From an optimization exercise on the open Yosys and OpenROAD flow, aimed at small area; shortcuts taken in it are not production practice.
Only simulation tests tie the RTL to the original design; equivalence was not proved.
Power figures rest on the tool's default switching activity, not on a simulated workload.

## Pipeline
module Pipeline(input clk, input rst, input [31:0] Inst, readData_Mem,
		output [31:0] adr_inst, adr_Mem, writeData_Mem,
		output memWrite, memRead);
Size: ~160 I/O pins.
==> flow/config.mk <==
export PLATFORM = sky130hd
export DESIGN_NAME = Pipeline
export DESIGN_NICKNAME = Pipeline
export VERILOG_FILES = /design/flow/design.v
export SDC_FILE = /design/flow/constraint.sdc
export NUM_CORES = 4
export LEC_CHECK = 0
export CAP_MARGIN = 10
export CORE_MARGIN = 2
export CORE_UTILIZATION = 55
export PLACE_DENSITY = 0.7
export SLEW_MARGIN = 10
export SYNTH_HIERARCHICAL = 1
export SYNTH_MINIMUM_KEEP_SIZE = 0
==> flow/constraint.sdc <==
create_clock -name core_clock -period 8.0 [get_ports {clk}]
set_input_delay 1.6000 -clock core_clock [delete_from_list [all_inputs] [get_ports {clk}]]
set_output_delay 1.6000 -clock core_clock [all_outputs]
set_load 0.01 [all_outputs]
standard.sh (not shown) runs the stock make flow with config.mk's settings and CLKGATE_MAP_FILE= SYNTH_SCRIPT=/design/flow/synth_recipe.tcl, a recipe that flattens the netlist after the stock synthesis.
==> flow/flow/run.sh <==
#!/bin/bash
# Layout flow: the standard synthesis unchanged, then the standard ORFS
# steps with these changes:
#  - port buffers are buf_1 instead of the resizer's default choice
#  - clock tree from clkbuf_8 buffers, without dummy loads
# Each step's full output goes to the ORFS logs under orfs/logs, and the
# output of each make call to a log file here.
set -uo pipefail
bash standard.sh synth > make_synth.log 2>&1 || exit 1
export BUFFER_PORTS_ARGS="-buffer_cell sky130_fd_sc_hd__buf_1"
export CTS_ARGS="-sink_clustering_enable -repair_clock_nets -dont_use_dummy_load -buf_list sky130_fd_sc_hd__clkbuf_8 -sink_clustering_size 16 -sink_clustering_max_diameter 80"
bash standard.sh MATCH_CELL_FOOTPRINT=0 finish > make_layout.log 2>&1 || exit 1
==> next run, changes <==
- CORE_UTILIZATION: 55 -> 40
- PLACE_DENSITY: 0.7 -> 0.6
Result: The changed run passed the timing, DRC and antenna checks; via count goes up by 0.73%; die area goes up by 37%; final cell count goes up by about 10%; register-to-register slack is worse by 0.03 ns; flip-flop and latch count stays the same; hold slack is worse by 0.060 ns; total power is higher by about 0.9%; utilization decreases by 16 points; non-clock buffer count goes up by 40.
==> next run, changes <==
--- a/flow/flow/run.sh
+++ b/flow/flow/run.sh
@@ -9,4 +9,4 @@
 bash standard.sh synth > make_synth.log 2>&1 || exit 1
 export BUFFER_PORTS_ARGS="-buffer_cell sky130_fd_sc_hd__buf_1"
-export CTS_ARGS="-sink_clustering_enable -repair_clock_nets -dont_use_dummy_load -buf_list sky130_fd_sc_hd__clkbuf_8 -sink_clustering_size 16 -sink_clustering_max_diameter 80"
+export CTS_ARGS="-sink_clustering_enable -repair_clock_nets -dont_use_dummy_load -buf_list sky130_fd_sc_hd__clkbuf_8 -sink_clustering_size 14 -sink_clustering_max_diameter 60"
 bash standard.sh MATCH_CELL_FOOTPRINT=0 finish > make_layout.log 2>&1 || exit 1
- CORE_UTILIZATION: 40 -> 55
- PLACE_DENSITY: 0.6 -> 0.7
- cell area fell by 1.3%
- setup slack improves by 0.077 ns
- clock power rose by about 5%
- global-route usage rose by 8.3 points
- sequential share of layout area rose by 0.83 points
- non-clock buffer count fell by 39
- count of clock-buffer cells in the layout rose by 16
- via count stays flat

* * *

Another version of the RTL of Pipeline (not shown whole).
For scale: about 3700 cells after synthesis, roughly 1400 flip-flops, ~160 I/O pins, roughly 54000 sq um of cells after synthesis.
## Pipeline
module Pipeline(input clk, input rst, input [31:0] Inst, readData_Mem,
		output [31:0] adr_inst, adr_Mem, writeData_Mem,
		output memWrite, memRead);
==> flow/config.mk <==
export PLATFORM = sky130hd
export DESIGN_NAME = Pipeline
export DESIGN_NICKNAME = Pipeline
export VERILOG_FILES = /design/flow/design.v
export SDC_FILE = /design/flow/constraint.sdc
export NUM_CORES = 4
export LEC_CHECK = 0
export CAP_MARGIN = 20
export CORE_MARGIN = 2
export CORE_UTILIZATION = 45
export PLACE_DENSITY = 0.6
export SLEW_MARGIN = 20
export SYNTH_HIERARCHICAL = 1
export SYNTH_MINIMUM_KEEP_SIZE = 0
==> flow/constraint.sdc <==
create_clock -name core_clock -period 8.0 [get_ports {clk}]
set_input_delay 1.6000 -clock core_clock [delete_from_list [all_inputs] [get_ports {clk}]]
set_output_delay 1.6000 -clock core_clock [all_outputs]
set_load 0.01 [all_outputs]
==> flow/flow/run.sh <==
#!/bin/bash
# Layout flow: the standard synthesis unchanged, then the standard ORFS
# steps with these changes:
#  - port buffers are buf_1 instead of the resizer's default choice
#  - clock tree synthesis without dummy loads
#  - power recovery (downsizing of gates off the critical paths), with cells
#    free to change footprint
# Each step's full output goes to the ORFS logs under orfs/logs, and the
# output of each make call to a log file here.
set -uo pipefail
bash standard.sh synth > make_synth.log 2>&1 || exit 1
export BUFFER_PORTS_ARGS="-buffer_cell sky130_fd_sc_hd__buf_1"
export CTS_ARGS="-sink_clustering_enable -repair_clock_nets -dont_use_dummy_load"
export RECOVER_POWER=100
bash standard.sh MATCH_CELL_FOOTPRINT=0 finish > make_layout.log 2>&1 || exit 1
The first run finished but failed the layout checks on capacitance limit, slew limit.
Then changed:
==> flow/run.sh (new file) <==
#!/bin/bash
# synth_recipe.tcl (not shown) runs the flow's synth.tcl, then flattens the netlist and writes it again
# the make line also repeats each setting of config.mk as NAME=value (left out here)
make -C /OpenROAD-flow-scripts/flow DESIGN_CONFIG=/design/flow/config.mk WORK_HOME=/design/flow/orfs CLKGATE_MAP_FILE= SYNTH_SCRIPT=/design/flow/synth_recipe.tcl finish
removed: flow/flow/run.sh
removed: flow/standard.sh
What happened: Now the flow finished clean; total power came out higher by 7.7%; sequential share of layout area went down by 2.4 points; design area rises by 4.1%.

* * *

Setup of rev 12:
Another version of the RTL of Pipeline (not shown whole).
Size in the first run: roughly 3500 cells after synthesis, about 1300 flip-flops, roughly 160 I/O pins, about 53000 um^2 of cells after synthesis.
Settings: LEC_CHECK=0, CAP_MARGIN=10, CORE_MARGIN=2, CORE_UTILIZATION=55, PLACE_DENSITY=0.7, SLEW_MARGIN=10, SYNTH_HIERARCHICAL=1, SYNTH_MINIMUM_KEEP_SIZE=0; clock period 8.0 ns.
==> flow/flow/run.sh <==
#!/bin/bash
# Layout flow: the standard synthesis unchanged, then the standard ORFS
# steps with these changes:
#  - port buffers are buf_1 instead of the resizer's default choice
#  - clock tree from clkbuf_8 buffers, without dummy loads
# Each step's full output goes to the ORFS logs under orfs/logs, and the
# output of each make call to a log file here.
set -uo pipefail
bash standard.sh synth > make_synth.log 2>&1 || exit 1
export BUFFER_PORTS_ARGS="-buffer_cell sky130_fd_sc_hd__buf_1"
export CTS_ARGS="-sink_clustering_enable -repair_clock_nets -dont_use_dummy_load -buf_list sky130_fd_sc_hd__clkbuf_8 -sink_clustering_size 16 -sink_clustering_max_diameter 60"
bash standard.sh MATCH_CELL_FOOTPRINT=0 finish > make_layout.log 2>&1 || exit 1
Having completed the whole flow, rev 12 delivered a layout that passed the timing, DRC and antenna checks.
Modified inputs, rev 13 compared to rev 12
diff --git a/flow/flow/run.sh b/flow/flow/run.sh
--- a/flow/flow/run.sh
+++ b/flow/flow/run.sh
@@ -10,3 +10,3 @@
 export BUFFER_PORTS_ARGS="-buffer_cell sky130_fd_sc_hd__buf_1"
-export CTS_ARGS="-sink_clustering_enable -repair_clock_nets -dont_use_dummy_load -buf_list sky130_fd_sc_hd__clkbuf_8 -sink_clustering_size 16 -sink_clustering_max_diameter 60"
+export CTS_ARGS="-sink_clustering_enable -repair_clock_nets -dont_use_dummy_load -buf_list sky130_fd_sc_hd__clkbuf_8 -sink_clustering_size 14 -sink_clustering_max_diameter 60"
 bash standard.sh MATCH_CELL_FOOTPRINT=0 finish > make_layout.log 2>&1 || exit 1
--- outcome ---
- Re post-route fraction of the period consumed by the critical path: rev 13 and rev 12 aren't equal, and the lower value belongs to rev 13.
- Against rev 12 as the reference, rev 13 delivers a higher fraction of layout instances using a drive strength above 1.
- Rev 13 against rev 12: first-iteration DRC count was more or less identical, fraction of area in registers now smaller, maximum frequency from static timing analysis closely matched the old numbers.
- Changes observed in rev 13 relative to rev 12: least setup slack across all paths after layout grew by 0.014 ns, synthesis-to-layout area growth grew by 0.26 points.

port drivers added, routing unchanged:
The results above use ideal ports. As a check the final layouts listed here were re-extracted and re-timed, cells and wires unchanged.
Step 1 sets driving cells, clkbuf_16 on the clock port and buf_2 on the other inputs (assumed; they add their load-dependent delay and slew).
Step 2 adds t to the input delays and takes it off the output delays; t is the mean of the earliest and latest rising clock arrival at the registers after step 1. Input paths then give back, and output paths get back, about the clock's delay inside the block.
Slacks: ideal ports / drivers / drivers and shift; pairs: ideal ports / drivers.
| run | shift t [ns] | setup slack, ns | hold slack, ns |
|---|---|---|---|
| the first run of note 1 | 0.849 | 0.678 / 0.678 / 0.678 | 0.383 / 0.383 / 0.383 |
| the second run of note 1 | 0.856 | 0.649 / 0.649 / 0.649 | 0.323 / 0.323 / 0.323 |
| the third run of note 1 | 0.857 | 0.726 / 0.726 / 0.726 | 0.381 / 0.381 / 0.381 |
| the first run of note 2 | 0.807 | 0.319 / 0.319 / 0.319 | 0.360 / 0.360 / 0.360 |
| the second run of note 2 | 0.825 | 0.657 / 0.657 / 0.657 | 0.385 / 0.385 / 0.385 |
| rev 12 | 0.855 | 0.538 / 0.538 / 0.538 | 0.366 / 0.366 / 0.366 |
| rev 13 | 0.832 | 0.552 / 0.552 / 0.552 | 0.366 / 0.366 / 0.366 |
